Source: an optimization exercise on an open RTL-to-GDS flow (aim: small area). Production flows keep margins and buffers that such runs may drop.
Function was checked by simulation only, so behaviour that the tests miss may differ from the original.
The clock port is modelled as an ideal driver; clocking choices that lean on that would not hold on a real chip.
Power and IR drop assume default switching activity.

--- flow/flow/run.sh ---
#!/bin/bash
# Standard synthesis, then every combinational cell swapped for the smallest
# cell of its family (the synthesis maps for speed and upsizes freely; the
# resizer upsizes again wherever slew or load needs it), then the standard
# layout steps.
set -euo pipefail
R=orfs/results/${FLOW_PLATFORM}/toplevel/base
LIB=${FLOW_HOME}/platforms/${FLOW_PLATFORM}/lib/sky130_fd_sc_hd__tt_025C_1v80.lib
bash standard.sh synth > synth.log 2>&1
sleep 1
python3 flow/downsize.py "$LIB" "$R/1_2_yosys.v" > downsize.log 2>&1
touch "$R/1_2_yosys.v"
bash standard.sh "CTS_ARGS=-sink_clustering_enable -repair_clock_nets -dont_use_dummy_load -buf_list sky130_fd_sc_hd__clkbuf_4" "POST_CTS_TCL=$PWD/flow/post_cts.tcl" "BUFFER_PORTS_ARGS=-buffer_cell sky130_fd_sc_hd__buf_1" finish > layout.log 2>&1
--- flow/flow/downsize.py ---
#!/usr/bin/env python3
"""Swap each combinational cell in a Yosys netlist for the smallest cell of the same
function family (same base name and pins), e.g. mux2_4 -> mux2_1.  Flip-flops are
left alone.  Usage: downsize.py LIB NETLIST"""
import re, sys
lib = open(sys.argv[1]).read()
cells = {}
for m in re.finditer(r'\n\s*cell\s*\(\s*"?(\w+)"?\s*\)\s*\{', lib):
    name = m.group(1)
    body = lib[m.end():m.end() + 200000]
    nxt = re.search(r'\n\s*cell\s*\(', body)
    if nxt:
        body = body[:nxt.start()]
    a = re.search(r'area\s*:\s*([\d.]+)', body)
    pins = tuple(sorted(re.findall(r'\bpin\s*\(\s*"?(\w+)"?\s*\)', body)))
    seq = bool(re.search(r'\b(ff|latch|statetable)\s*\(', body))
    dont = bool(re.search(r'dont_use\s*:\s*true', body))
    cells[name] = (float(a.group(1)) if a else 1e9, pins, seq, dont)
DONT = set("""probe_p_8 probec_p_8""".split())
best = {}
for n, (a, pins, seq, dont) in cells.items():
    m = re.match(r'(sky130_fd_sc_hd__\w+?)_(\d+)$', n)
    if not m or seq or dont or 'lpflow' in n:
        continue
    key = (m.group(1), pins)
    if key not in best or a < cells[best[key]][0]:
        best[key] = n
net = open(sys.argv[2]).read()
count = 0
def sub(m):
    global count
    n = m.group(1)
    if n not in cells:
        return m.group(0)
    a, pins, seq, dont = cells[n]
    b = re.match(r'(sky130_fd_sc_hd__\w+?)_(\d+)$', n)
    if seq or not b:
        return m.group(0)
    t = best.get((b.group(1), pins), n)
    if t != n and cells[t][0] < a:
        count += 1
        return m.group(0).replace(n, t)
    return m.group(0)
net = re.sub(r'^\s*(sky130_fd_sc_hd__\w+)\s', sub, net, flags=re.M)
open(sys.argv[2], 'w').write(net)
print("downsized", count, "cells")
--- flow/flow/post_cts.tcl ---
# After CTS (built from clkbuf_4): while some flip-flop clock pin would see a
# slew over the threshold, upsize the clock buffer driving the worst one, then
# legalize again.
set thr 0.124
set up [dict create \
  sky130_fd_sc_hd__clkbuf_1 sky130_fd_sc_hd__clkbuf_2 \
  sky130_fd_sc_hd__clkbuf_2 sky130_fd_sc_hd__clkbuf_4 \
  sky130_fd_sc_hd__clkbuf_4 sky130_fd_sc_hd__clkbuf_8 \
  sky130_fd_sc_hd__clkbuf_8 sky130_fd_sc_hd__clkbuf_16]
for {set it 0} {$it < 20} {incr it} {
  estimate_parasitics -placement
  set worst 0
  set worst_inst ""
  foreach inst [get_cells *] {
    set m [get_property $inst ref_name]
    if {![dict exists $up $m]} continue
    set net [get_nets -of_objects [get_pins [get_full_name $inst]/X]]
    foreach ld [get_pins -of_objects $net -filter "direction==input"] {
      if {[get_property $ld is_register_clock] ne "1"} continue
      set s [get_property $ld slew_max]
      if {$s > $worst} { set worst $s; set worst_inst $inst }
    }
  }
  if {$worst <= $thr || $worst_inst eq ""} { break }
  set m [get_property $worst_inst ref_name]
  puts "post_cts: [get_full_name $worst_inst] $m slew $worst -> [dict get $up $m]"
  replace_cell $worst_inst [dict get $up $m]
}
# then try each clock buffer one size down, keeping the change where every
# flip-flop clock pin it drives stays under the threshold
set down [dict create \
  sky130_fd_sc_hd__clkbuf_2 sky130_fd_sc_hd__clkbuf_1 \
  sky130_fd_sc_hd__clkbuf_4 sky130_fd_sc_hd__clkbuf_2 \
  sky130_fd_sc_hd__clkbuf_8 sky130_fd_sc_hd__clkbuf_4 \
  sky130_fd_sc_hd__clkbuf_16 sky130_fd_sc_hd__clkbuf_8]
proc worst_clk_slew {} {
  set worst 0
  foreach pin [get_pins -hierarchical */CLK] {
    if {[get_property $pin is_register_clock] ne "1"} continue
    set s [get_property $pin slew_max]
    if {$s > $worst} { set worst $s }
  }
  return $worst
}
foreach inst [get_cells *] {
  set m [get_property $inst ref_name]
  if {![dict exists $down $m]} continue
  replace_cell $inst [dict get $down $m]
  estimate_parasitics -placement
  set w [worst_clk_slew]
  if {$w > $thr} {
    replace_cell $inst $m
  } else {
    puts "post_cts: [get_full_name $inst] $m -> [dict get $down $m] (worst $w)"
  }
}
estimate_parasitics -placement
detailed_placement
check_placement -verbose
--- flow/standard.sh ---
#!/bin/bash
# synth_recipe.tcl (not shown) runs the flow's synth.tcl, then flattens the netlist and writes it again
# the make line also repeats each setting of config.mk as NAME=value (left out here)
make -C /OpenROAD-flow-scripts/flow DESIGN_CONFIG=/design/flow/config.mk WORK_HOME=/design/flow/orfs CLKGATE_MAP_FILE= SYNTH_SCRIPT=/design/flow/synth_recipe.tcl "${@:-finish}"
--- flow/config.mk ---
export PLATFORM = sky130hd
export DESIGN_NAME = toplevel
export DESIGN_NICKNAME = toplevel
export VERILOG_FILES = /design/flow/design.v
export SDC_FILE = /design/flow/constraint.sdc
export NUM_CORES = 4
export LEC_CHECK = 0
export CAP_MARGIN = 20
export CORE_MARGIN = 2
export CORE_UTILIZATION = 40
export SLEW_MARGIN = 20
export SYNTH_HIERARCHICAL = 1
export SYNTH_MINIMUM_KEEP_SIZE = 0
--- flow/constraint.sdc ---
create_clock -name core_clock -period 10.0 [get_ports {clock}]
set_input_delay 2.0000 -clock core_clock [delete_from_list [all_inputs] [get_ports {clock}]]
set_output_delay 2.0000 -clock core_clock [all_outputs]
set_load 0.01 [all_outputs]
--- flow/design.v ---
module fir_ctrl (clock, reset, p, fresh, en, sub, dblm);
input clock;
input reset;
output [8:0] p;
output fresh;
output en;
output sub;
output dblm;
reg [8:0] p;
reg       f;
wire pg = reset & ~f;
wire [9:0] pc;
assign pc[0] = 1'b1;
genvar j;
generate
  for (j = 0; j < 9; j = j + 1) begin : inc
    assign pc[j+1] = pc[j] & p[j];
    always @(posedge clock) p[j] <= pg & (p[j] ^ pc[j]);
  end
endgenerate
always @(posedge clock) f <= ~reset;
reg fresh;
always @(posedge clock) fresh <= ~reset | (fresh & ~p[5]);
reg en, sub, dblm;
always @(*) begin
  en = 1'b0;
  sub = 1'b0;
  dblm = 1'b0;
  case (p[8:1])
    8'd33: begin en = 1'b1; end
    8'd35: begin en = 1'b1; end
    8'd38: begin en = 1'b1; end
    8'd41: begin en = 1'b1; end
    8'd47: begin dblm = 1'b1; end
    8'd49: begin en = 1'b1; end
    8'd52: begin en = 1'b1; end
    8'd63: begin dblm = 1'b1; end
    8'd66: begin en = 1'b1; sub = 1'b1; end
    8'd68: begin en = 1'b1; sub = 1'b1; end
    8'd72: begin en = 1'b1; sub = 1'b1; end
    8'd73: begin en = 1'b1; sub = 1'b1; end
    8'd79: begin dblm = 1'b1; end
    8'd80: begin en = 1'b1; sub = 1'b1; end
    8'd83: begin en = 1'b1; sub = 1'b1; end
    8'd84: begin en = 1'b1; sub = 1'b1; end
    8'd87: begin en = 1'b1; sub = 1'b1; end
    8'd95: begin dblm = 1'b1; end
    8'd96: begin en = 1'b1; end
    8'd104: begin en = 1'b1; end
    8'd111: begin dblm = 1'b1; end
    8'd115: begin en = 1'b1; end
    8'd118: begin en = 1'b1; end
    default: ;
  endcase
end
endmodule
module fir_store (clock, p, fresh, sdout, x, xp);
input clock;
input [8:0] p;
input fresh;
input sdout;
output [6:0] x;
output xp;
reg [10:0] r0;
wire ins0 = (p == 9'd323);
always @(posedge clock) r0 <= {r0[9:0], fresh ? 1'b1 : (ins0 ? ~sdout : r0[10])};
reg [10:0] r1;
wire ins1 = (p == 9'd315);
always @(posedge clock) r1 <= {r1[9:0], fresh ? 1'b1 : (ins1 ? ~sdout : r1[10])};
reg [10:0] r2;
wire ins2 = (p == 9'd307);
always @(posedge clock) r2 <= {r2[9:0], fresh ? 1'b1 : (ins2 ? ~sdout : r2[10])};
reg [10:0] r3;
wire ins3 = (p == 9'd299);
always @(posedge clock) r3 <= {r3[9:0], fresh ? 1'b1 : (ins3 ? ~sdout : r3[10])};
reg [10:0] r4;
wire ins4 = (p == 9'd291);
always @(posedge clock) r4 <= {r4[9:0], fresh ? 1'b1 : (ins4 ? ~sdout : r4[10])};
reg [10:0] r5;
wire ins5 = (p == 9'd283);
always @(posedge clock) r5 <= {r5[9:0], fresh ? 1'b1 : (ins5 ? ~sdout : r5[10])};
reg [10:0] r6;
wire ins6 = (p == 9'd275);
always @(posedge clock) r6 <= {r6[9:0], fresh ? 1'b1 : (ins6 ? ~sdout : r6[10])};
assign x = {r6[2], r5[5], r4[8], r3[0], r2[3], r1[6], r0[9]};
assign xp = r6[3];
endmodule
module fir_mac (clock, p, fresh, en, sub, dblm, x, xp, sdin);
input clock;
input [8:0] p;
input fresh;
input en;
input sub;
input dblm;
input [6:0] x;
input xp;
output sdin;
wire txw = p[8] & (p[7] ? (p[6:3] == 4'd0) : (p[6:3] != 4'd0));
wire dbl = fresh | dblm | (txw & (p[2:1] == 2'b11));
wire hi = p[0];
reg  [7:0] n_lo;
reg  [7:0] n_hi;
reg        cr;
wire [6:0] y   = {7{en}} & (~x ^ {7{sub}});
wire       sxl = en & (~x[6] ^ sub);
wire       sxh = en & (~xp ^ sub);
wire [7:0] nb  = ~(hi ? {8{sxh}} : {sxl, y});
wire [8:0] nc;
assign nc[0] = ~(hi ? cr : (en & sub));
genvar i;
generate
  for (i = 0; i < 8; i = i + 1) begin : add
    assign nc[i+1] = (n_lo[i] & nb[i]) | (n_lo[i] & nc[i]) | (nb[i] & nc[i]);
    if (i == 0) begin : lsb
      always @(posedge clock) n_hi[i] <= dbl ? ~(hi & cr) : n_lo[i] ^ nb[i] ^ nc[i];
    end else begin : up
      always @(posedge clock) n_hi[i] <= dbl ? n_lo[i-1] : n_lo[i] ^ nb[i] ^ nc[i];
    end
  end
endgenerate
always @(posedge clock) begin
  n_lo <= n_hi;
  cr   <= dbl ? ~n_lo[7] : ~nc[8];
end
assign sdin = txw & ~(hi ? n_lo[7] : n_hi[7]);
endmodule
module toplevel (reset, clock, mclk, sclk, lrck, sdin, sdout, test_sdout);
input  reset;
input  clock;
input  sdout;
output mclk;
output sclk;
output lrck;
output sdin;
output test_sdout;
wire [8:0] p;
wire       fresh;
wire [6:0] x;
wire       xp;
wire       en, sub, dblm;
fir_ctrl  u_ctrl  (.clock(clock), .reset(reset), .p(p), .fresh(fresh), .en(en), .sub(sub), .dblm(dblm));
fir_store u_store (.clock(clock), .p(p), .fresh(fresh), .sdout(sdout), .x(x), .xp(xp));
fir_mac   u_mac   (.clock(clock), .p(p), .fresh(fresh), .en(en), .sub(sub), .dblm(dblm), .x(x), .xp(xp), .sdin(sdin));
assign mclk = p[0];
assign sclk = p[2];
assign lrck = p[8];
assign test_sdout = 1'b0;
endmodule
==> run notes, run 1 <==
status - complete, no violations
Post-Syn Instances - 239
r2r worst-path depth - 14
RSZ-0062 raised after global routing - false
Setup TNS - 0 ps
synthesis-to-finish area growth - 6.40%
max_cap viols - 0
hold_ws - 299 ps
largest net degree at the start of global routing - 20
Most Crowded Layer GR - met2
Worst Hold Launch - u_store.r3[1]
Fill cells - 731
Starting Density - 40.9%
Post-Syn Area - 0.00311 mm²
fin crit period - 6040 ps
Clock Pin Slew Worst Setup and Hold Paths - 110 ps
Sw Pwr - 0.118 mW
die area - 0.00849 mm²
share of layout cells above drive strength 1 - 7.85%
Hold Violations, Final - 0
Slew HR - 36.3%
ANT nets after route - 0
antenna cells - 0
commonest non-fill, non-tap cell in the layout - dfxtp_1
Routed Wire Length - 4160 µm
RR Startpoint - u_ctrl.p[5]
f_max - 0.166 GHz
measured slew at the worst slew-check pin - 951 ps
GRT Total Usage - 11.3%
Finished Layout Cells - 344
DIE HEIGHT - 92.1 µm
grt total ovfl - 0
Post-DP HPWL - 2740 µm
mean cell area of the mapped netlist - 13.0 µm²
Period Utilization, post-route - 60.4%
CP Capture Type - flip-flop
die width - 92.1 µm
Detailed Route Iter0 Violations - 92
buffers added on ports - 6
routed via count - 1536
Synth Warn # - 9
Crit path required time - 10400 ps
Arr. time, crit path - 6440 ps
CP Class - reg -> reg
M1 GR Usage - 14.3%
leakage - 1.29 nW
clk_skew - 30.2 ps
CP Max Fanout - 19
flip-flop and latch area - 0.00210 mm²
clk sinks - 105
HP Class - reg -> reg
TritonCTS clock tree - yes
drt wl/cell - 12.1 µm
row cnt - 32
global-route wire length before repair - 7050 µm
Post-Place Cells - 335
power share of the combinational group - 1.0%
worst setup path start - u_ctrl.p[5]
Syn Nets - 257
worst vdd ir - 0.117 mV
vias in the first global route - 1470
pwr dens - 180 mW/mm²
nets - 262
switching part of the total power - 19.8%
GPL Wtd Cong - 0.802
drt first pass iters - 4
M2 GR Usage - 16.1%
I/O pins - 8
final-report setup violation count - 0
Sequential Power Share - 70.6%
startpoint types - flip-flop
clock power share - 28.4%
met3 usage - 5.42%
multi-input logic area - 938 µm²
hold depth - 0
initial antenna violation count - 0
P_int - 0.477 mW
commonest cells after routing, fill and taps aside - dfxtp_1 (105), nor2_1 (12), and2_1 (10), nand2_1 (10), xor2_1 (9)
Final Max Slew Viols - 0
DRC - 0
Core Region - 0.00761 mm²
Clock Latency Late Sink - 520 ps
Via density - 4.47
## stage by stage
stage / power, mW / cell area (µm²) / utilization (%) / setup slack (ps)
finish: 0.596 / 3310 / 43.5 / 3960
global route: 0.621 / 3310 / 43.5 / 3680
detailed placement: 0.436 / 3220 / 42.3 / 3990
global placement: 0.436 / 3220 / 42.3 / 4130
floorplan: 0.434 / 3110 / - / 4850
## layer usage
layer  part of all wire (%)  vias up  routed length [µm]
met5                      0        -                   0
met4                    2.2        0                  90
met3                    4.1        9                 171
met2                     44       19                1840
met1                     50      712                2060
li1                       -      796                   -
## state kept, by name, indices dropped and copies added (netlist names)
register      cells
u_store.r5       11
u_mac.n_lo        8
u_store.r4       11
u_store.r2       11
u_store.r6       11
u_mac.cr          1
u_store.r1       11
u_ctrl.p          9
u_ctrl.fresh      1
u_ctrl.f          1
u_mac.n_hi        8
u_store.r0       11
u_store.r3       11
## power groups by stage
stage | Clock [mW] | Sequential, mW | Combinational [mW]
after floorplan | 0 | 0.430 | 0.00461
after global placement | 0 | 0.430 | 0.00582
after detailed placement | 0 | 0.430 | 0.00608
after global routing | 0.193 | 0.421 | 0.00694
final | 0.169 | 0.420 | 0.00595
## worst max-delay path: stages (launching register included)
cell and delay [ps]:
dfxtp_1 680, and2_1 210, o21ai_1 60, a31oi_1 780, nand3b_1 340, a31oi_1 150, fa_1 480, fa_1 420
fa_1 430, fa_1 440, fa_1 430, fa_1 410, fa_1 380, fa_1 430, mux2_2 260
## worst paths after layout
| kind | to | slack (ps) |
|---|---|---|
| worst min-delay path | u_store.r3[2] | 300 |
| worst min register to register | u_store.r3[2] | 300 |
| worst max-delay path | u_mac.n_hi[7] | 3960 |
| worst max register to register | u_mac.n_hi[7] | 3960 |
## layout make-up
type	count	area share [%]
clock buffer	9	2.72
sequential	105	63.6
tap	102	3.86
timing repair buffer	7	0.908
multi-input combinational	116	28.4
inverter	5	0.568
==> inputs of run 2 (changes only) <==
==> flow/design.v (replaced) <==
module fir_ctrl (clock, reset, p, fresh, en, sub, dblm);
input clock;
input reset;
output [8:0] p;
output fresh;
output en;
output sub;
output dblm;
reg [8:0] p;
reg       f;
wire pg = reset & ~f;
wire [9:0] pc;
assign pc[0] = 1'b1;
genvar j;
generate
  for (j = 0; j < 9; j = j + 1) begin : inc
    assign pc[j+1] = pc[j] & p[j];
    always @(posedge clock) p[j] <= pg & (p[j] ^ pc[j]);
  end
endgenerate
always @(posedge clock) f <= ~reset;
reg fresh;
always @(posedge clock) fresh <= ~reset | (fresh & ~(p[6] & p[1] & p[0]));
reg en, sub, dblm;
always @(*) begin
  en = 1'b0;
  sub = 1'b0;
  dblm = 1'b0;
  case (p[8:2])
    7'd0: begin dblm = 1'b1; end
    7'd1: begin en = 1'b1; end
    7'd8: begin en = 1'b1; end
    7'd12: begin dblm = 1'b1; end
    7'd13: begin en = 1'b1; sub = 1'b1; end
    7'd15: begin en = 1'b1; sub = 1'b1; end
    7'd16: begin en = 1'b1; sub = 1'b1; end
    7'd18: begin en = 1'b1; sub = 1'b1; end
    7'd24: begin dblm = 1'b1; end
    7'd29: begin en = 1'b1; sub = 1'b1; end
    7'd31: begin en = 1'b1; sub = 1'b1; end
    7'd33: begin en = 1'b1; sub = 1'b1; end
    7'd35: begin en = 1'b1; sub = 1'b1; end
    7'd36: begin dblm = 1'b1; end
    7'd41: begin en = 1'b1; end
    7'd45: begin en = 1'b1; end
    7'd48: begin dblm = 1'b1; end
    7'd52: begin en = 1'b1; end
    7'd56: begin en = 1'b1; end
    7'd118: begin en = 1'b1; end
    7'd121: begin en = 1'b1; end
    7'd122: begin en = 1'b1; end
    7'd125: begin en = 1'b1; end
    default: ;
  endcase
end
endmodule
module fir_store (clock, p, fresh, sdout, t);
input clock;
input [8:0] p;
input fresh;
input sdout;
output [8:0] t;
reg [10:0] r0;
wire ins0 = (p == 9'd323);
always @(posedge clock) r0 <= {r0[9:0], fresh ? 1'b1 : (ins0 ? ~sdout : r0[10])};
reg [10:0] r1;
wire ins1 = (p == 9'd315);
always @(posedge clock) r1 <= {r1[9:0], fresh ? 1'b1 : (ins1 ? ~sdout : r1[10])};
reg [10:0] r2;
wire ins2 = (p == 9'd307);
always @(posedge clock) r2 <= {r2[9:0], fresh ? 1'b1 : (ins2 ? ~sdout : r2[10])};
reg [10:0] r3;
wire ins3 = (p == 9'd299);
always @(posedge clock) r3 <= {r3[9:0], fresh ? 1'b1 : (ins3 ? ~sdout : r3[10])};
reg [10:0] r4;
wire ins4 = (p == 9'd291);
always @(posedge clock) r4 <= {r4[9:0], fresh ? 1'b1 : (ins4 ? ~sdout : r4[10])};
reg [10:0] r5;
wire ins5 = (p == 9'd283);
always @(posedge clock) r5 <= {r5[9:0], fresh ? 1'b1 : (ins5 ? ~sdout : r5[10])};
reg [10:0] r6;
wire ins6 = (p == 9'd275);
always @(posedge clock) r6 <= {r6[9:0], fresh ? 1'b1 : (ins6 ? ~sdout : r6[10])};
assign t = {r6[10], r6[9], r6[8], r5[0], r4[3], r3[5], r2[8], r1[0], r0[3]};
endmodule
module fir_mac (clock, p, fresh, en, sub, dblm, t, sdin);
input clock;
input [8:0] p;
input fresh;
input en;
input sub;
input dblm;
input [8:0] t;
output sdin;
wire txw = p[8] & (p[7] ? (p[6:3] == 4'd0) : (p[6:3] != 4'd0));
wire dbl = fresh | dblm | (txw & p[2]);
wire [1:0] ph = p[1:0];
reg  [3:0] q0, q1, q2, q3;
reg        cr;
wire [3:0] xs = (ph == 2'd0) ? ~t[3:0] :
                (ph == 2'd1) ? ~{t[6], t[6], t[5], t[4]} :
                (ph == 2'd2) ? {4{~t[7]}} : {4{~t[8]}};
wire [3:0] nb = ~({4{en}} & (xs ^ {4{sub}}));
wire [4:0] nc;
assign nc[0] = ~((ph == 2'd0) ? (en & sub) : cr);
genvar i;
generate
  for (i = 0; i < 4; i = i + 1) begin : add
    assign nc[i+1] = (q0[i] & nb[i]) | (q0[i] & nc[i]) | (nb[i] & nc[i]);
    if (i == 0) begin : lsb
      always @(posedge clock) q3[i] <= dbl ? ~((ph != 2'd0) & cr) : q0[i] ^ nb[i] ^ nc[i];
    end else begin : up
      always @(posedge clock) q3[i] <= dbl ? q0[i-1] : q0[i] ^ nb[i] ^ nc[i];
    end
  end
endgenerate
always @(posedge clock) begin
  q0 <= q1;
  q1 <= q2;
  q2 <= q3;
  cr <= dbl ? ~q0[3] : ~nc[4];
end
wire msb = (ph == 2'd0) ? q3[3] : (ph == 2'd1) ? q2[3] : (ph == 2'd2) ? q1[3] : q0[3];
assign sdin = txw & ~msb;
endmodule
module toplevel (reset, clock, mclk, sclk, lrck, sdin, sdout, test_sdout);
input  reset;
input  clock;
input  sdout;
output mclk;
output sclk;
output lrck;
output sdin;
output test_sdout;
wire [8:0] p;
wire       fresh;
wire [8:0] t;
wire       en, sub, dblm;
fir_ctrl  u_ctrl  (.clock(clock), .reset(reset), .p(p), .fresh(fresh), .en(en), .sub(sub), .dblm(dblm));
fir_store u_store (.clock(clock), .p(p), .fresh(fresh), .sdout(sdout), .t(t));
fir_mac   u_mac   (.clock(clock), .p(p), .fresh(fresh), .en(en), .sub(sub), .dblm(dblm), .t(t), .sdin(sdin));
assign mclk = p[0];
assign sclk = p[2];
assign lrck = p[8];
assign test_sdout = 1'b0;
endmodule
==> run 2 against run 1 <==
Effect of this change: still clean; worst hold slack is essentially flat; sequential share of layout area grew 1.5 points; power shrank 0.77%; synthesized area shrank 1.4%; non-clock buffer count shrank 1; die area shrank 1.3%; design area shrank 2.3%; register-to-register slack gained 2300 ps; setup slack gained 1900 ps; fmax grew 48%.
==> run notes, run 2 <==
Syn Nets - 245 (was 257)
largest stage delay on the critical path - 720 ps (was 780 ps)
leakage - 1.31 nW (was 1.29 nW)
Total Power - 0.591 mW (was 0.596 mW)
I/O pins - 8 (unchanged)
Setup TNS - 0 ps (unchanged)
clk_skew - 35.9 ps (was 30.2 ps)
Synth Warn # - 9 (unchanged)
Starting Density - 41.8% (was 40.9%)
pwr dens - 183 mW/mm² (was 180 mW/mm²)
mean cell area of the mapped netlist - 13.3 µm² (was 13.0 µm²)
status - complete, no violations (unchanged)
Period Utilization, post-route - 40.9% (was 60.4%)
startpoint types - flip-flop (unchanged)
CP Max Fanout - 13 (was 19)
Clock Latency Late Sink - 510 ps (was 520 ps)
setup ws final - 5910 ps (was 3960 ps)
f_max - 0.244 GHz (was 0.166 GHz)
Slowest-stage cell, CP - dfxtp_1 (was a31oi_1)
die area - 0.00838 mm² (was 0.00849 mm²)
Routed Wire Length - 3990 µm (was 4160 µm)
Worst R2R Setup Slack - 6220 ps (was 3960 ps)
Hold Violations, Final - 0 (unchanged)
hold_ws - 299 ps (about the same)
crit path cell chain - mux4_2 > nor2_1 > buf_1 (was and2_1 > o21ai_1 > a31oi_1 > nand3b_1 > a31oi_1 > fa_1 > fa_1 > fa_1 > fa_1 > fa_1 > fa_1 > fa_1 > fa_1 > mux2_2)
clk sinks - 105 (unchanged)
vias in the first global route - 1386 (was 1470)
routed via count - 1486 (was 1536)
Slew HR - 32.3% (was 36.3%)
global-route wire length before repair - 6850 µm (was 7050 µm)
Cell Area, Placed - 0.00314 mm² (was 0.00322 mm²)
HP Class - reg -> reg (unchanged)
GRT Total Usage - 11.0% (was 11.3%)
nets - 243 (was 262)
DRC - 0 (unchanged)
drt first pass iters - 4 (unchanged)
die width - 91.5 µm (was 92.1 µm)
fin crit period - 4090 ps (was 6040 ps)
largest net degree at the start of global routing - 21 (was 20)
grt total ovfl - 0 (unchanged)
Clock Pin Slew Worst Setup and Hold Paths - 110 ps (about the same)
row cnt - 31 (was 32)
Final Max Slew Viols - 0 (unchanged)
RSZ-0062 raised after global routing - false (unchanged)
cell area after layout - 0.00323 mm² (was 0.00331 mm²)
initial antenna violation count - 0 (unchanged)
TritonCTS clock tree - yes (unchanged)
commonest cells after routing, fill and taps aside - dfxtp_1 (105), nor2_1 (12), and2_1 (10) (was dfxtp_1 (105), nor2_1 (12), and2_1 (10), nand2_1 (10), xor2_1 (9))
Core Region - 0.00733 mm² (was 0.00761 mm²)
Detailed Route Iter0 Violations - 85 (was 92)
measured slew at the worst slew-check pin - 1010 ps (was 951 ps)
buffers added on ports - 6 (unchanged)
synthesis-to-finish area growth - 5.39% (was 6.40%)
Via density - 4.56 (was 4.47)
Post-DP HPWL - 2570 µm (was 2740 µm)
commonest non-fill, non-tap cell in the layout - dfxtp_1 (unchanged)
CP Capture Type - primary output (was flip-flop)
share of layout cells above drive strength 1 - 7.93% (was 7.85%)
CP Class - reg -> out (was reg -> reg)
Post-Syn Area - 0.00307 mm² (was 0.00311 mm²)
GPL Wtd Cong - 0.716 (was 0.802)
drt wl/cell - 12.2 µm (was 12.1 µm)
DIE HEIGHT - 91.5 µm (was 92.1 µm)
ANT nets after route - 0 (unchanged)
Post-Syn Instances - 231 (was 239)
Crit path required time - 8000 ps (was 10400 ps)
final-report setup violation count - 0 (unchanged)
max_cap viols - 0 (unchanged)
Arr. time, crit path - 2090 ps (was 6440 ps)
antenna cells - 0 (unchanged)
worst vdd ir - 0.123 mV (was 0.117 mV)
dpl ws - 6200 ps (was 3990 ps)
[run 2: stage by stage]
stage                     cells  util, %
after global routing        326     44.1
after global placement      317     42.8
after detailed placement    317     42.8
after floorplan             231        -
final                       326     44.1
[run 2: final timing paths]
path                   endpoint  cells past startpoint     startpoint
setup / recovery           sdin                      3    u_ctrl.p[0]
hold / removal    u_store.r0[1]                      0  u_store.r0[0]
setup reg to reg       u_mac.cr                     12    u_ctrl.p[5]
hold reg to reg   u_store.r0[1]                      0  u_store.r0[0]
[run 2: area by class of cell]
type                    count  area (µm²)
clock buffers               9        90.1
fillers                   663        4100
inverters                   6        22.5
repair buffers              6        22.5
flip-flops and latches    105        2100
well taps                  99         124
multi-input cells         101         870
[run 2: power by group]
part           switching, mW  internal, mW  total (mW)
Combinational        0.00129       0.00141     0.00270
Sequential           0.00184         0.418       0.420
Clock                  0.112        0.0562       0.168
[run 2: worst max-delay path, delay by kind of cell, from the launching register on]
family	cells	cell delay (ps)
multiplexers	1	570
AND/OR/NAND/NOR	1	140
flip-flops	1	720
buffers and inverters	1	170
[run 2: per-layer routing]
layer | vias up | GRT usage (%) | share of wire (%)
li1 | 761 | - | -
met4 | 0 | 6.06 | 2.3
met2 | 20 | 14.4 | 41
met1 | 694 | 14.9 | 53
met5 | - | 0 | 0
met3 | 11 | 4.73 | 3.7
==> inputs of run 3 (changes only) <==
--- a/flow/design.v
+++ b/flow/design.v
@@ -20,35 +20,35 @@
 endgenerate
 always @(posedge clock) f <= ~reset;
 reg fresh;
-always @(posedge clock) fresh <= ~reset | (fresh & ~(p[6] & p[1] & p[0]));
+always @(posedge clock) fresh <= ~reset | (fresh & ~p[8]);
 reg en, sub, dblm;
 always @(*) begin
   en = 1'b0;
   sub = 1'b0;
   dblm = 1'b0;
   case (p[8:2])
-    7'd0: begin dblm = 1'b1; end
-    7'd1: begin en = 1'b1; end
-    7'd8: begin en = 1'b1; end
-    7'd12: begin dblm = 1'b1; end
-    7'd13: begin en = 1'b1; sub = 1'b1; end
-    7'd15: begin en = 1'b1; sub = 1'b1; end
-    7'd16: begin en = 1'b1; sub = 1'b1; end
-    7'd18: begin en = 1'b1; sub = 1'b1; end
-    7'd24: begin dblm = 1'b1; end
+    7'd4: begin en = 1'b1; end
+    7'd8: begin dblm = 1'b1; end
+    7'd9: begin en = 1'b1; sub = 1'b1; end
+    7'd11: begin en = 1'b1; sub = 1'b1; end
+    7'd12: begin en = 1'b1; sub = 1'b1; end
+    7'd14: begin en = 1'b1; sub = 1'b1; end
+    7'd20: begin dblm = 1'b1; end
+    7'd25: begin en = 1'b1; sub = 1'b1; end
+    7'd27: begin en = 1'b1; sub = 1'b1; end
     7'd29: begin en = 1'b1; sub = 1'b1; end
     7'd31: begin en = 1'b1; sub = 1'b1; end
-    7'd33: begin en = 1'b1; sub = 1'b1; end
-    7'd35: begin en = 1'b1; sub = 1'b1; end
-    7'd36: begin dblm = 1'b1; end
+    7'd32: begin dblm = 1'b1; end
+    7'd37: begin en = 1'b1; end
     7'd41: begin en = 1'b1; end
-    7'd45: begin en = 1'b1; end
-    7'd48: begin dblm = 1'b1; end
+    7'd44: begin dblm = 1'b1; end
+    7'd48: begin en = 1'b1; end
     7'd52: begin en = 1'b1; end
-    7'd56: begin en = 1'b1; end
+    7'd114: begin en = 1'b1; end
+    7'd117: begin en = 1'b1; end
     7'd118: begin en = 1'b1; end
     7'd121: begin en = 1'b1; end
-    7'd122: begin en = 1'b1; end
+    7'd124: begin dblm = 1'b1; end
     7'd125: begin en = 1'b1; end
     default: ;
   endcase
@@ -59,7 +59,7 @@
 input [8:0] p;
 input fresh;
 input sdout;
-output [8:0] t;
+output [6:0] t;
 reg [10:0] r0;
 wire ins0 = (p == 9'd323);
 always @(posedge clock) r0 <= {r0[9:0], fresh ? 1'b1 : (ins0 ? ~sdout : r0[10])};
@@ -81,7 +81,7 @@
 reg [10:0] r6;
 wire ins6 = (p == 9'd275);
 always @(posedge clock) r6 <= {r6[9:0], fresh ? 1'b1 : (ins6 ? ~sdout : r6[10])};
-assign t = {r6[10], r6[9], r6[8], r5[0], r4[3], r3[5], r2[8], r1[0], r0[3]};
+assign t = {r6[3], r5[6], r4[9], r3[0], r2[3], r1[6], r0[9]};
 endmodule
 module fir_mac (clock, p, fresh, en, sub, dblm, t, sdin);
 input clock;
@@ -90,16 +90,17 @@
 input en;
 input sub;
 input dblm;
-input [8:0] t;
+input [6:0] t;
 output sdin;
 wire txw = p[8] & (p[7] ? (p[6:3] == 4'd0) : (p[6:3] != 4'd0));
 wire dbl = fresh | dblm | (txw & p[2]);
+wire [4:0] tj = p[7:3];
+wire kbit = txw & (((tj >= 5'd1) & (tj <= 5'd8)) | (tj == 5'd12) | (tj == 5'd14));
 wire [1:0] ph = p[1:0];
 reg  [3:0] q0, q1, q2, q3;
 reg        cr;
 wire [3:0] xs = (ph == 2'd0) ? ~t[3:0] :
-                (ph == 2'd1) ? ~{t[6], t[6], t[5], t[4]} :
-                (ph == 2'd2) ? {4{~t[7]}} : {4{~t[8]}};
+                (ph == 2'd1) ? {1'b0, t[6], ~t[5:4]} : 4'd0;
 wire [3:0] nb = ~({4{en}} & (xs ^ {4{sub}}));
 wire [4:0] nc;
 assign nc[0] = ~((ph == 2'd0) ? (en & sub) : cr);
@@ -108,7 +109,7 @@
   for (i = 0; i < 4; i = i + 1) begin : add
     assign nc[i+1] = (q0[i] & nb[i]) | (q0[i] & nc[i]) | (nb[i] & nc[i]);
     if (i == 0) begin : lsb
-      always @(posedge clock) q3[i] <= dbl ? ~((ph != 2'd0) & cr) : q0[i] ^ nb[i] ^ nc[i];
+      always @(posedge clock) q3[i] <= dbl ? ~((ph == 2'd0) ? kbit : cr) : q0[i] ^ nb[i] ^ nc[i];
     end else begin : up
       always @(posedge clock) q3[i] <= dbl ? q0[i-1] : q0[i] ^ nb[i] ^ nc[i];
     end
@@ -134,7 +135,7 @@
 output test_sdout;
 wire [8:0] p;
 wire       fresh;
-wire [8:0] t;
+wire [6:0] t;
 wire       en, sub, dblm;
 fir_ctrl  u_ctrl  (.clock(clock), .reset(reset), .p(p), .fresh(fresh), .en(en), .sub(sub), .dblm(dblm));
 fir_store u_store (.clock(clock), .p(p), .fresh(fresh), .sdout(sdout), .t(t));
==> run 3 against run 2 <==
Effect of this change: wire length rose by 4.3%; clock skew down 5.2 ps; design area hardly changed; die area down 0.94%; flip-flop and latch count is the same; clock power increased by 4%; sequential power barely moved.
==> run notes, run 3 <==
status - complete, no violations (unchanged)
Crit path required time - 8000 ps (about the same)
Syn Nets - 249 (was 245)
antenna cells - 0 (unchanged)
CP Max Fanout - 21 (was 13)
TritonCTS clock tree - yes (unchanged)
DIE HEIGHT - 91.1 µm (was 91.5 µm)
CP Capture Type - primary output (unchanged)
drt first pass iters - 4 (unchanged)
Starting Density - 41.6% (was 41.8%)
Post-DP HPWL - 2680 µm (was 2570 µm)
buffers added on ports - 6 (unchanged)
row cnt - 31 (unchanged)
global-route wire length before repair - 7160 µm (was 6850 µm)
pwr dens - 185 mW/mm² (was 183 mW/mm²)
commonest non-fill, non-tap cell in the layout - dfxtp_1 (unchanged)
Clock Latency Late Sink - 540 ps (was 510 ps)
CP Class - reg -> out (unchanged)
Post-Syn Instances - 235 (was 231)
leakage - 1.35 nW (was 1.31 nW)
die width - 91.1 µm (was 91.5 µm)
vias in the first global route - 1446 (was 1386)
commonest cells after routing, fill and taps aside - dfxtp_1 (105), nor2_1 (14), and2_1 (10) (was dfxtp_1 (105), nor2_1 (12), and2_1 (10))
routed via count - 1544 (was 1486)
Via density - 4.62 (was 4.56)
Period Utilization, post-route - 41.1% (was 40.9%)
GRT Total Usage - 11.5% (was 11.0%)
Post-Syn Area - 0.00304 mm² (was 0.00307 mm²)
nets - 251 (was 243)
grt total ovfl - 0 (unchanged)
GPL Wtd Cong - 0.713 (was 0.716)
Arr. time, crit path - 2110 ps (was 2090 ps)
synthesis-to-finish area growth - 6.35% (was 5.39%)
DRC - 0 (unchanged)
Final Max Slew Viols - 0 (unchanged)
Core Region - 0.00729 mm² (was 0.00733 mm²)
worst vdd ir - 0.122 mV (was 0.123 mV)
fin crit period - 4110 ps (was 4090 ps)
largest net degree at the start of global routing - 22 (was 21)
share of layout cells above drive strength 1 - 5.96% (was 7.93%)
fin util - 44.3% (was 44.1%)
hold_ws - 311 ps (was 299 ps)
Slew HR - 55.7% (was 32.3%)
mean cell area of the mapped netlist - 12.9 µm² (was 13.3 µm²)
Setup TNS - 0 ps (unchanged)
die area - 0.00830 mm² (was 0.00838 mm²)
Detailed Route Iter0 Violations - 23 (was 85)
final-report setup violation count - 0 (unchanged)
measured slew at the worst slew-check pin - 663 ps (was 1010 ps)
max_cap viols - 0 (unchanged)
Hold Violations, Final - 0 (unchanged)
ANT nets after route - 0 (unchanged)
Fill cells - 709 (was 663)
f_max - 0.243 GHz (was 0.244 GHz)
startpoint types - flip-flop (unchanged)
HP Class - reg -> reg (unchanged)
I/O pins - 8 (unchanged)
RSZ-0062 raised after global routing - false (unchanged)
Clock Pin Slew Worst Setup and Hold Paths - 100 ps (was 110 ps)
Routed Wire Length - 4160 µm (was 3990 µm)
drt wl/cell - 12.5 µm (was 12.2 µm)
initial antenna violation count - 0 (unchanged)
clk_skew - 30.8 ps (was 35.9 ps)
clk sinks - 105 (unchanged)
Synth Warn # - 9 (unchanged)
[run 3: cell type report]
type,count,area (µm²),share of cell area [%]
clock buffers,9,96.3,2.98
inverters,8,30.0,0.930
multi-input cells,107,853,26.4
flip-flops and latches,105,2100,65.1
well taps,99,124,3.84
repair buffers,6,22.5,0.698
[run 3: path summary, 6_finish.rpt]
check	start	cells past startpoint	to	slack (ps)
setup / recovery	u_ctrl.p[5]	5	sdin	5890
hold / removal	u_store.r3[5]	0	u_store.r3[6]	310
setup reg to reg	u_ctrl.p[6]	11	u_mac.cr	6460
hold reg to reg	u_store.r3[5]	0	u_store.r3[6]	310
[run 3: per-stage QoR]
step	cells	setup slack (ps)	instance area [µm²]	power, mW
floorplan	235	6580	3040	0.433
global placement	325	6220	3130	0.434
detailed placement	325	6090	3130	0.434
global route	334	5670	3230	0.624
finish	334	5890	3230	0.598
[run 3: worst max-delay path: stages (launching register included)]
cell and delay, ps:
dfxtp_1 740, nor4_1 150, xnor2_1 260, nand2_1 120, nor2_1 160, buf_1 160
[run 3: where the power goes]
part | switching (mW) | internal, mW | leakage (nW)
clock network | 0.113 | 0.0603 | 0.0539
registers | 0.00172 | 0.418 | 0.850
logic | 0.00220 | 0.00175 | 0.446
[run 3: layer usage]
layer  share of wire, %  wire length, µm  vias to the layer above  track usage (%)
met4                2.1               86                        0             4.92
met1                 52             2170                      741             15.6
li1                   -                -                      780                -
met5                  0                0                        -                0
met3                3.9              162                        9             5.48
met2                 42             1740                       14             15.4
==> inputs of run 4 (changes only) <==
--- a/flow/design.v
+++ b/flow/design.v
@@ -1,4 +1,4 @@
-module fir_ctrl (clock, reset, p, fresh, en, sub, dblm);
+module fir_ctrl (clock, reset, p, fresh, en, sub, dblm, ins);
 input clock;
 input reset;
 output [8:0] p;
@@ -6,6 +6,7 @@
 output en;
 output sub;
 output dblm;
+output [6:0] ins;
 reg [8:0] p;
 reg       f;
 wire pg = reset & ~f;
@@ -53,34 +54,34 @@
     default: ;
   endcase
 end
+assign ins[0] = (p == 9'd323);
+assign ins[1] = (p == 9'd315);
+assign ins[2] = (p == 9'd307);
+assign ins[3] = (p == 9'd299);
+assign ins[4] = (p == 9'd291);
+assign ins[5] = (p == 9'd283);
+assign ins[6] = (p == 9'd275);
 endmodule
-module fir_store (clock, p, fresh, sdout, t);
+module fir_store (clock, ins, fresh, sdout, t);
 input clock;
-input [8:0] p;
+input [6:0] ins;
 input fresh;
 input sdout;
 output [6:0] t;
 reg [10:0] r0;
-wire ins0 = (p == 9'd323);
-always @(posedge clock) r0 <= {r0[9:0], fresh ? 1'b1 : (ins0 ? ~sdout : r0[10])};
+always @(posedge clock) r0 <= {r0[9:0], fresh ? 1'b1 : (ins[0] ? ~sdout : r0[10])};
 reg [10:0] r1;
-wire ins1 = (p == 9'd315);
-always @(posedge clock) r1 <= {r1[9:0], fresh ? 1'b1 : (ins1 ? ~sdout : r1[10])};
+always @(posedge clock) r1 <= {r1[9:0], fresh ? 1'b1 : (ins[1] ? ~sdout : r1[10])};
 reg [10:0] r2;
-wire ins2 = (p == 9'd307);
-always @(posedge clock) r2 <= {r2[9:0], fresh ? 1'b1 : (ins2 ? ~sdout : r2[10])};
+always @(posedge clock) r2 <= {r2[9:0], fresh ? 1'b1 : (ins[2] ? ~sdout : r2[10])};
 reg [10:0] r3;
-wire ins3 = (p == 9'd299);
-always @(posedge clock) r3 <= {r3[9:0], fresh ? 1'b1 : (ins3 ? ~sdout : r3[10])};
+always @(posedge clock) r3 <= {r3[9:0], fresh ? 1'b1 : (ins[3] ? ~sdout : r3[10])};
 reg [10:0] r4;
-wire ins4 = (p == 9'd291);
-always @(posedge clock) r4 <= {r4[9:0], fresh ? 1'b1 : (ins4 ? ~sdout : r4[10])};
+always @(posedge clock) r4 <= {r4[9:0], fresh ? 1'b1 : (ins[4] ? ~sdout : r4[10])};
 reg [10:0] r5;
-wire ins5 = (p == 9'd283);
-always @(posedge clock) r5 <= {r5[9:0], fresh ? 1'b1 : (ins5 ? ~sdout : r5[10])};
+always @(posedge clock) r5 <= {r5[9:0], fresh ? 1'b1 : (ins[5] ? ~sdout : r5[10])};
 reg [10:0] r6;
-wire ins6 = (p == 9'd275);
-always @(posedge clock) r6 <= {r6[9:0], fresh ? 1'b1 : (ins6 ? ~sdout : r6[10])};
+always @(posedge clock) r6 <= {r6[9:0], fresh ? 1'b1 : (ins[6] ? ~sdout : r6[10])};
 assign t = {r6[3], r5[6], r4[9], r3[0], r2[3], r1[6], r0[9]};
 endmodule
 module fir_mac (clock, p, fresh, en, sub, dblm, t, sdin);
@@ -137,8 +138,9 @@
 wire       fresh;
 wire [6:0] t;
 wire       en, sub, dblm;
-fir_ctrl  u_ctrl  (.clock(clock), .reset(reset), .p(p), .fresh(fresh), .en(en), .sub(sub), .dblm(dblm));
-fir_store u_store (.clock(clock), .p(p), .fresh(fresh), .sdout(sdout), .t(t));
+wire [6:0] ins;
+fir_ctrl  u_ctrl  (.clock(clock), .reset(reset), .p(p), .fresh(fresh), .en(en), .sub(sub), .dblm(dblm), .ins(ins));
+fir_store u_store (.clock(clock), .ins(ins), .fresh(fresh), .sdout(sdout), .t(t));
 fir_mac   u_mac   (.clock(clock), .p(p), .fresh(fresh), .en(en), .sub(sub), .dblm(dblm), .t(t), .sdin(sdin));
 assign mclk = p[0];
 assign sclk = p[2];
==> run 4 against run 3 <==
Effect of this change: worst hold slack got worse by 0.94 ps; utilization shrank 0.24 points; die area fell by 0.35%; power down 0.72%; critical path type unchanged; critical endpoint unchanged.
==> run notes, run 4 <==
Via density - 4.43 (was 4.62)
nets - 260 (was 251)
Worst Hold Launch - u_store.r0[4] (was u_store.r3[5])
Starting Density - 41.5% (was 41.6%)
synthesis-to-finish area growth - 6.16% (was 6.35%)
worst vdd ir - 0.110 mV (was 0.122 mV)
grt total ovfl - 0 (unchanged)
Setup TNS - 0 ps (unchanged)
share of layout cells above drive strength 1 - 4.92% (was 5.96%)
largest net degree at the start of global routing - 19 (was 22)
fin util - 44.0% (was 44.3%)
Fill cells - 717 (was 709)
RSZ-0062 raised after global routing - false (unchanged)
die area - 0.00827 mm² (was 0.00830 mm²)
pwr dens - 185 mW/mm² (about the same)
max_cap viols - 0 (unchanged)
status - complete, no violations (unchanged)
clk_skew - 39.0 ps (was 30.8 ps)
commonest non-fill, non-tap cell in the layout - dfxtp_1 (unchanged)
Post-DP HPWL - 2720 µm (was 2680 µm)
fin crit period - 4070 ps (was 4110 ps)
Post-Syn Instances - 244 (was 235)
die width - 91.0 µm (was 91.1 µm)
Hold Violations, Final - 0 (unchanged)
Post-Place Cells - 334 (was 325)
Crit path required time - 8000 ps (about the same)
global-route wire length before repair - 7130 µm (was 7160 µm)
vias in the first global route - 1522 (was 1446)
HP Class - reg -> reg (unchanged)
Sequential Power Share - 70.8% (was 70.3%)
Clock Latency Late Sink - 520 ps (was 540 ps)
drt first pass iters - 4 (unchanged)
DIE HEIGHT - 91.0 µm (was 91.1 µm)
mean cell area of the mapped netlist - 12.4 µm² (was 12.9 µm²)
worst setup path start - u_ctrl.p[4] (was u_ctrl.p[5])
RR Startpoint - u_ctrl.p[4] (was u_ctrl.p[6])
buffers added on ports - 6 (unchanged)
DRC - 0 (unchanged)
Slew HR - 55.0% (was 55.7%)
Finished Layout Cells - 343 (was 334)
Core Region - 0.00729 mm² (unchanged)
measured slew at the worst slew-check pin - 674 ps (was 663 ps)
commonest cells after routing, fill and taps aside - dfxtp_1 (105), nand2_1 (14), nor2_1 (12) (was dfxtp_1 (105), nor2_1 (14), and2_1 (10))
Arr. time, crit path - 2070 ps (was 2110 ps)
drt wl/cell - 11.9 µm (was 12.5 µm)
clock power share - 28.5% (was 29.1%)
Synth Warn # - 9 (unchanged)
final-report setup violation count - 0 (unchanged)
Post-Syn Area - 0.00302 mm² (was 0.00304 mm²)
initial antenna violation count - 0 (unchanged)
hold_ws - 310 ps (was 311 ps)
row cnt - 31 (unchanged)
I/O pins - 8 (unchanged)
clk sinks - 105 (unchanged)
ANT nets after route - 0 (unchanged)
CP Class - reg -> out (unchanged)
CP Max Fanout - 14 (was 21)
antenna cells - 0 (unchanged)
CP Capture Type - primary output (unchanged)
Detailed Route Iter0 Violations - 40 (was 23)
Total Power - 0.593 mW (was 0.598 mW)
GPL Wtd Cong - 0.767 (was 0.713)
TritonCTS clock tree - yes (unchanged)
leakage - 1.29 nW (was 1.35 nW)
power share of the combinational group - 0.7% (about the same)
Syn Nets - 258 (was 249)
Routed Wire Length - 4070 µm (was 4160 µm)
Final Max Slew Viols - 0 (unchanged)
Clock Pin Slew Worst Setup and Hold Paths - 120 ps (was 100 ps)
startpoint types - flip-flop (unchanged)
GRT Total Usage - 11.4% (was 11.5%)
Period Utilization, post-route - 40.7% (was 41.1%)
switching part of the total power - 19.7% (was 19.6%)
P_int - 0.476 mW (was 0.480 mW)
f_max - 0.246 GHz (was 0.243 GHz)
routed via count - 1519 (was 1544)
Sw Pwr - 0.117 mW (about the same)
==> run 4: path summary, 6_finish.rpt <==
check / to / slack [ps] / cells past startpoint
hold / removal: u_store.r0[5] / 310 / 0
hold reg to reg: u_store.r0[5] / 310 / 0
setup reg to reg: u_mac.cr / 6290 / 11
setup / recovery: sdin / 5930 / 5
==> run 4: layer usage <==
layer  GRT usage, %  share of wire [%]  vias up
met5              0                  0        -
met4           5.30                1.6        0
met3           4.48                3.5        7
met2           16.4                 43       19
met1           15.0                 52      703
li1               -                  -      790
==> run 4: layout make-up <==
| type | count | area, µm² | area share [%] |
|---|---|---|---|
| Inverter | 8 | 30.0 | 0.935 |
| Clock buffer | 9 | 90.1 | 2.81 |
| Multi-Input combinational cell | 116 | 842 | 26.2 |
| Timing Repair Buffer | 6 | 22.5 | 0.701 |
| Sequential cell | 105 | 2100 | 65.5 |
| Tap cell | 99 | 124 | 3.86 |
==> run 4: stage by stage <==
stage / worst slack, ps / area, µm²
after detailed placement: 6110 / 3110
after floorplan: 6600 / 3020
after global placement: 6280 / 3110
after global routing: 5690 / 3210
final: 5930 / 3210
==> run 4: worst max-delay path: stages (launching register included) <==
cell	delay, ps
dfxtp_1	450
nor4_1	470
xnor2_1	210
nand2_1	120
nor2_1	130
buf_1	170
==> run 4: power by group through the flow <==
stage,sequential [mW],combinational (mW),clock [mW]
5_1_grt,0.421,0.00497,0.196
2_1_floorplan,0.429,0.00344,0
3_3_place_gp,0.430,0.00449,0
3_5_place_dp,0.430,0.00448,0
6_report,0.420,0.00434,0.169
==> inputs of run 5 (changes only) <==
--- a/flow/design.v
+++ b/flow/design.v
@@ -62,26 +62,48 @@
 assign ins[5] = (p == 9'd283);
 assign ins[6] = (p == 9'd275);
 endmodule
+module fir_mx (s, a, b, yn);
+input s;
+input a;
+input b;
+output yn;
+assign yn = ~(s ? a : b);
+endmodule
 module fir_store (clock, ins, fresh, sdout, t);
 input clock;
 input [6:0] ins;
 input fresh;
 input sdout;
 output [6:0] t;
+wire nsd = ~sdout;
 reg [10:0] r0;
-always @(posedge clock) r0 <= {r0[9:0], fresh ? 1'b1 : (ins[0] ? ~sdout : r0[10])};
+wire n0;
+fir_mx m0 (.s(ins[0]), .a(nsd), .b(r0[10]), .yn(n0));
+always @(posedge clock) r0 <= {r0[9:0], ~(~fresh & n0)};
 reg [10:0] r1;
-always @(posedge clock) r1 <= {r1[9:0], fresh ? 1'b1 : (ins[1] ? ~sdout : r1[10])};
+wire n1;
+fir_mx m1 (.s(ins[1]), .a(nsd), .b(r1[10]), .yn(n1));
+always @(posedge clock) r1 <= {r1[9:0], ~(~fresh & n1)};
 reg [10:0] r2;
-always @(posedge clock) r2 <= {r2[9:0], fresh ? 1'b1 : (ins[2] ? ~sdout : r2[10])};
+wire n2;
+fir_mx m2 (.s(ins[2]), .a(nsd), .b(r2[10]), .yn(n2));
+always @(posedge clock) r2 <= {r2[9:0], ~(~fresh & n2)};
 reg [10:0] r3;
-always @(posedge clock) r3 <= {r3[9:0], fresh ? 1'b1 : (ins[3] ? ~sdout : r3[10])};
+wire n3;
+fir_mx m3 (.s(ins[3]), .a(nsd), .b(r3[10]), .yn(n3));
+always @(posedge clock) r3 <= {r3[9:0], ~(~fresh & n3)};
 reg [10:0] r4;
-always @(posedge clock) r4 <= {r4[9:0], fresh ? 1'b1 : (ins[4] ? ~sdout : r4[10])};
+wire n4;
+fir_mx m4 (.s(ins[4]), .a(nsd), .b(r4[10]), .yn(n4));
+always @(posedge clock) r4 <= {r4[9:0], ~(~fresh & n4)};
 reg [10:0] r5;
-always @(posedge clock) r5 <= {r5[9:0], fresh ? 1'b1 : (ins[5] ? ~sdout : r5[10])};
+wire n5;
+fir_mx m5 (.s(ins[5]), .a(nsd), .b(r5[10]), .yn(n5));
+always @(posedge clock) r5 <= {r5[9:0], ~(~fresh & n5)};
 reg [10:0] r6;
-always @(posedge clock) r6 <= {r6[9:0], fresh ? 1'b1 : (ins[6] ? ~sdout : r6[10])};
+wire n6;
+fir_mx m6 (.s(ins[6]), .a(nsd), .b(r6[10]), .yn(n6));
+always @(posedge clock) r6 <= {r6[9:0], ~(~fresh & n6)};
 assign t = {r6[3], r5[6], r4[9], r3[0], r2[3], r1[6], r0[9]};
 endmodule
 module fir_mac (clock, p, fresh, en, sub, dblm, t, sdin);
--- a/flow/config.mk
+++ b/flow/config.mk
@@ -7,7 +7,7 @@
 export LEC_CHECK = 0
 export CAP_MARGIN = 20
 export CORE_MARGIN = 2
-export CORE_UTILIZATION = 40
+export CORE_UTILIZATION = 65
 export SLEW_MARGIN = 20
 export SYNTH_HIERARCHICAL = 1
 export SYNTH_MINIMUM_KEEP_SIZE = 0
==> run 5 against run 4 <==
Effect of this change: critical path depth is 2 lower; largest power group unchanged; clock skew is 11 ps lower; fmax is 1.2% higher; count of clock-buffer cells in the layout stayed put; power is 0.32% lower; non-clock buffer count stayed put; register-to-register slack worse by 20 ps; global-route usage is 8.3 points higher; largest cell class unchanged; flip-flop and latch count stayed put; highest routed layer unchanged; synthesized area is 0.17% lower; clock power hardly changed; via count is 2.0% higher.
==> run notes, run 5 <==
status - complete, no violations (unchanged)
vias in the first global route - 1558 (was 1522)
CP Capture Type - primary output (unchanged)
row cnt - 24 (was 31)
crit path cell chain - mux4_2 > nor2_1 > buf_1 (was nor4_1 > xnor2_1 > nand2_1 > nor2_1 > buf_1)
Post-Syn Instances - 238 (was 244)
Cell Area, Placed - 0.00305 mm² (was 0.00311 mm²)
largest stage delay on the critical path - 710 ps (was 470 ps)
synthesis-to-finish area growth - 4.23% (was 6.16%)
Clock Pin Slew Worst Setup and Hold Paths - 110 ps (was 120 ps)
Clock Latency Late Sink - 500 ps (was 520 ps)
Slew HR - 53.6% (was 55.0%)
drt first pass iters - 4 (unchanged)
cell area after layout - 0.00315 mm² (was 0.00321 mm²)
largest net degree at the start of global routing - 18 (was 19)
mean cell area of the mapped netlist - 12.7 µm² (was 12.4 µm²)
worst path bufs/invs - 1 (unchanged)
grt total ovfl - 0 (unchanged)
clk sinks - 105 (unchanged)
Syn Nets - 252 (was 258)
buffers added on ports - 6 (unchanged)
leakage - 1.31 nW (was 1.29 nW)
startpoint types - flip-flop (unchanged)
Via density - 5.34 (was 4.43)
GPL Wtd Cong - 0.868 (was 0.767)
Final Max Slew Viols - 0 (unchanged)
TritonCTS clock tree - yes (unchanged)
DIE HEIGHT - 72.2 µm (was 91.0 µm)
die area - 0.00521 mm² (was 0.00827 mm²)
nets - 254 (was 260)
hold depth - 0 (unchanged)
pwr dens - 188 mW/mm² (was 185 mW/mm²)
Synth Warn # - 9 (unchanged)
Slowest-stage cell, CP - dfxtp_1 (was nor4_1)
Detailed Route Iter0 Violations - 95 (was 40)
Starting Density - 68.4% (was 41.5%)
GRT Total Usage - 19.7% (was 11.4%)
routed via count - 1549 (was 1519)
HP Class - reg -> reg (unchanged)
CP Class - reg -> out (unchanged)
RSZ-0062 raised after global routing - false (unchanged)
final-report setup violation count - 0 (unchanged)
measured slew at the worst slew-check pin - 695 ps (was 674 ps)
DRC - 0 (unchanged)
delay-heaviest family, CP - flip-flops (was simple AND/OR/NAND/NOR gates)
share of layout cells above drive strength 1 - 5.04% (was 4.92%)
I/O pins - 8 (unchanged)
Arr. time, crit path - 2020 ps (was 2070 ps)
Post-Syn Area - 0.00302 mm² (about the same)
f_max - 0.249 GHz (was 0.246 GHz)
dpl ws - 6080 ps (was 6110 ps)
Post-DP HPWL - 2820 µm (was 2720 µm)
CP Max Fanout - 13 (was 14)
global-route wire length before repair - 7420 µm (was 7130 µm)
clk_skew - 27.8 ps (was 39.0 ps)
max_cap viols - 0 (unchanged)
Hold Violations, Final - 0 (unchanged)
ANT nets after route - 0 (unchanged)
Post-Place Cells - 281 (was 334)
drt wl/cell - 15.0 µm (was 11.9 µm)
setup ws final - 5980 ps (was 5930 ps)
antenna cells - 0 (unchanged)
Finished Layout Cells - 290 (was 343)
die width - 72.2 µm (was 91.0 µm)
fin util - 71.3% (was 44.0%)
critical path depth in cells - 3 (was 5)
Period Utilization, post-route - 40.2% (was 40.7%)
commonest non-fill, non-tap cell in the layout - dfxtp_1 (unchanged)
Routed Wire Length - 4360 µm (was 4070 µm)
initial antenna violation count - 0 (unchanged)
Crit path required time - 8000 ps (about the same)
Setup TNS - 0 ps (unchanged)
r2r worst-path depth - 11 (unchanged)
hold_ws - 302 ps (was 310 ps)
worst vdd ir - 0.175 mV (was 0.110 mV)
fin crit period - 4020 ps (was 4070 ps)
commonest cells after routing, fill and taps aside - dfxtp_1 (105), nor2_1 (12), and2_1 (10), mux2i_1 (10) (was dfxtp_1 (105), nand2_1 (14), nor2_1 (12))
Total Power - 0.592 mW (was 0.593 mW)
Core Region - 0.00441 mm² (was 0.00729 mm²)
-- run 5: cell types whose count changed in the layout (fill, tap and decap cells not counted), sizes merged --
cell,before,now
a21o,7,0
mux2i,3,10
nand2,14,7
nand2b,2,9
or2,8,1
inv,8,9
-- run 5: area by class of cell --
cell class	instances	area, µm²
clock buffers	9	90.1
repair buffers	6	22.5
multi-input cells	109	833
well taps	52	65.1
fillers	308	1270
flip-flops and latches	105	2100
inverters	9	33.8
-- run 5: path summary, 6_finish.rpt --
path / to / startpoint / slack (ps)
worst max-delay path: sdin / u_ctrl.p[0] / 5980
worst min-delay path: u_store.r0[9] / u_store.r0[8] / 300
worst max register to register: u_mac.cr / u_ctrl.p[4] / 6270
worst min register to register: u_store.r0[9] / u_store.r0[8] / 300
-- run 5: power by group --
group / internal, mW / switching (mW)
clock network: 0.0562 / 0.110
logic: 0.00184 / 0.00278
registers: 0.418 / 0.00178
total: 0.477 / 0.115
-- run 5: routing by layer --
metal	part of all wire, %	global-route usage, %
met2	46	28.7
met3	5.2	9.31
met5	0	0
met1	45	24.5
met4	3.5	10.1
==> inputs of run 6 (changes only) <==
--- a/flow/config.mk
+++ b/flow/config.mk
@@ -7,7 +7,7 @@
 export LEC_CHECK = 0
 export CAP_MARGIN = 20
 export CORE_MARGIN = 2
-export CORE_UTILIZATION = 65
+export CORE_UTILIZATION = 40
 export SLEW_MARGIN = 20
 export SYNTH_HIERARCHICAL = 1
 export SYNTH_MINIMUM_KEEP_SIZE = 0
==> run 6 against run 5 <==
Effect of this change: still clean; worst hold slack better by 0.87 ps; power shrank 0.10%; fmax up 0.17%; via count is 3.6% lower; clock skew grew 6.8 ps; register-to-register slack gained 40 ps; critical path depth rose by 2; non-clock buffer count stayed put; global-route usage decreased by 8.3 points; cell count grew 16%; count of clock-buffer cells in the layout unchanged.
==> run notes, run 6 <==
status - complete, no violations (unchanged)
Arr. time, crit path - 2010 ps (was 2020 ps)
met3 wire len - 185 µm (was 228 µm)
drt wl/cell - 12.1 µm (was 15.0 µm)
Clock Latency Late Sink - 520 ps (was 500 ps)
f_max - 0.249 GHz (about the same)
hold worst-path end - u_mac.q1[0] (was u_store.r0[9])
CP Class - reg -> out (unchanged)
grt total ovfl - 0 (unchanged)
drt first pass iters - 4 (unchanged)
worst path bufs/invs - 1 (unchanged)
fin crit period - 4010 ps (was 4020 ps)
CP Max Fanout - 14 (was 13)
share of layout cells above drive strength 1 - 5.04% (unchanged)
Crit path required time - 8000 ps (about the same)
DIE HEIGHT - 90.9 µm (was 72.2 µm)
die area - 0.00826 mm² (was 0.00521 mm²)
max_cap viols - 0 (unchanged)
initial antenna violation count - 0 (unchanged)
commonest non-fill, non-tap cell in the layout - dfxtp_1 (unchanged)
DRC - 0 (unchanged)
Core Region - 0.00729 mm² (was 0.00441 mm²)
Post-Syn Area - 0.00302 mm² (unchanged)
Syn Nets - 252 (unchanged)
Worst Hold Launch - u_mac.q2[0] (was u_store.r0[8])
commonest cells after routing, fill and taps aside - dfxtp_1 (105), nor2_1 (12), and2_1 (10), mux2i_1 (10) (unchanged)
Post-DP HPWL - 2760 µm (was 2820 µm)
r2r worst-path depth - 11 (unchanged)
GPL Wtd Cong - 0.772 (was 0.868)
TritonCTS clock tree - yes (unchanged)
crit path cell chain - nor4_1 > xnor2_1 > nand2_1 > nor2_1 > buf_1 (was mux4_2 > nor2_1 > buf_1)
Finished Layout Cells - 337 (was 290)
GRT Total Usage - 11.4% (was 19.7%)
startpoint types - flip-flop (unchanged)
CP Capture Type - primary output (unchanged)
routed via count - 1493 (was 1549)
Clock Pin Slew Worst Setup and Hold Paths - 100 ps (was 110 ps)
largest net degree at the start of global routing - 24 (was 18)
leakage - 1.31 nW (unchanged)
Slowest-stage cell, CP - nor4_1 (was dfxtp_1)
synthesis-to-finish area growth - 6.17% (was 4.23%)
hold depth - 0 (unchanged)
Starting Density - 41.4% (was 68.4%)
Hold Violations, Final - 0 (unchanged)
HP Class - reg -> reg (unchanged)
mean cell area of the mapped netlist - 12.7 µm² (unchanged)
Post-Place Cells - 328 (was 281)
largest stage delay on the critical path - 460 ps (was 710 ps)
flip-flop and latch area - 0.00210 mm² (unchanged)
Detailed Route Iter0 Violations - 37 (was 95)
Final Max Slew Viols - 0 (unchanged)
clk sinks - 105 (unchanged)
pwr dens - 184 mW/mm² (was 188 mW/mm²)
final-report setup violation count - 0 (unchanged)
RR Startpoint - u_ctrl.p[4] (unchanged)
buffers added on ports - 6 (unchanged)
worst vdd ir - 0.122 mV (was 0.175 mV)
ANT nets after route - 0 (unchanged)
Worst R2R Setup Slack - 6310 ps (was 6270 ps)
nets - 254 (unchanged)
Via density - 4.43 (was 5.34)
die width - 90.9 µm (was 72.2 µm)
routed wl met2 - 1750 µm (was 2000 µm)
antenna cells - 0 (unchanged)
Fill cells - 696 (was 308)
global-route wire length before repair - 6920 µm (was 7420 µm)
Routed Wire Length - 4080 µm (was 4360 µm)
DR top layer - met4 (unchanged)
met1 WL - 2070 µm (was 1980 µm)
Period Utilization, post-route - 40.1% (was 40.2%)
measured slew at the worst slew-check pin - 633 ps (was 695 ps)
delay-heaviest family, CP - simple AND/OR/NAND/NOR gates (was flip-flops)
Cell Area, Placed - 0.00311 mm² (was 0.00305 mm²)
RSZ-0062 raised after global routing - false (unchanged)
I/O pins - 8 (unchanged)
Synth Warn # - 9 (unchanged)
Post-Syn Instances - 238 (unchanged)
vias in the first global route - 1388 (was 1558)
cell area after layout - 0.00321 mm² (was 0.00315 mm²)
Total Power - 0.591 mW (was 0.592 mW)
clk_skew - 34.6 ps (was 27.8 ps)
Setup TNS - 0 ps (unchanged)
multi-input logic area - 833 µm² (unchanged)
row cnt - 31 (was 24)
reg2reg end - u_mac.cr (unchanged)
Slew HR - 57.7% (was 53.6%)
==> run 6: how the worst max path moves through the flow <==
stage / startpoint / cells after the start / to
finish: u_ctrl.p[4] / 5 / sdin
global route: u_ctrl.p[4] / 5 / sdin
detailed placement: u_ctrl.p[4] / 11 / u_mac.cr
global placement: u_ctrl.p[4] / 11 / u_mac.cr
floorplan: u_ctrl.p[0] / 3 / sdin
==> run 6: power by group <==
group | switching [mW] | total, mW | leakage [nW] | internal (mW)
registers | 0.00160 | 0.420 | 0.850 | 0.419
clock network | 0.110 | 0.166 | 0.0513 | 0.0561
logic | 0.00279 | 0.00461 | 0.409 | 0.00183
total | 0.115 | 0.591 | 1.31 | 0.476
==> run 6: cell type report <==
cell class / instances / area share (%)
Tap cell: 99 / 3.86
Inverter: 9 / 1.05
Timing Repair Buffer: 6 / 0.703
Sequential cell: 105 / 65.6
Clock buffer: 9 / 2.81
Multi-Input combinational cell: 109 / 26.0
==> run 6: routing by layer <==
layer / global-route usage (%) / vias to the layer above
li1: - / 768
met4: 5.30 / 0
met5: 0 / -
met2: 15.4 / 19
met3: 5.76 / 8
met1: 15.0 / 698
==> run 6: per-stage QoR <==
stage               hold slack [ps]  util [%]  setup WS (ps)
floorplan                       310         -           6600
global placement                310      42.6           6290
detailed placement              312      42.6           6190
global route                    309      44.0           5730
finish                          303      44.0           5990

-- static timing again, ports no longer ideal --
The flow's constraints put no driver on any port. The routed layouts listed below were extracted and timed again, unchanged, in two steps. Step 1 sets driving cells, clkbuf_16 on the clock port and buf_2 on the other inputs (assumed; they add their load-dependent delay and slew). Step 2 moves the port delays by t, midway between the first and last clock arrival at a register: inputs arrive t later, outputs are due t later. That takes back most of the time a late clock gives input paths. Slacks: ideal ports / drivers / drivers and shift; pairs: ideal ports / drivers.
| run | t, ns | setup WS [ns] | latest minus earliest clock arrival (ns) |
|---|---|---|---|
| run 1 | 0.532 | 3.961 / 3.961 / 3.961 | 0.031 / 0.031 |
| run 2 | 0.522 | 5.906 / 5.879 / 6.220 | 0.038 / 0.037 |
| run 3 | 0.548 | 5.892 / 5.865 / 6.413 | 0.033 / 0.033 |
| run 4 | 0.526 | 5.932 / 5.905 / 6.293 | 0.040 / 0.039 |
| run 5 | 0.515 | 5.981 / 5.956 / 6.272 | 0.028 / 0.028 |
| run 6 | 0.532 | 5.988 / 5.962 / 6.308 | 0.037 / 0.037 |
After both steps setup and hold are still met in every run listed.
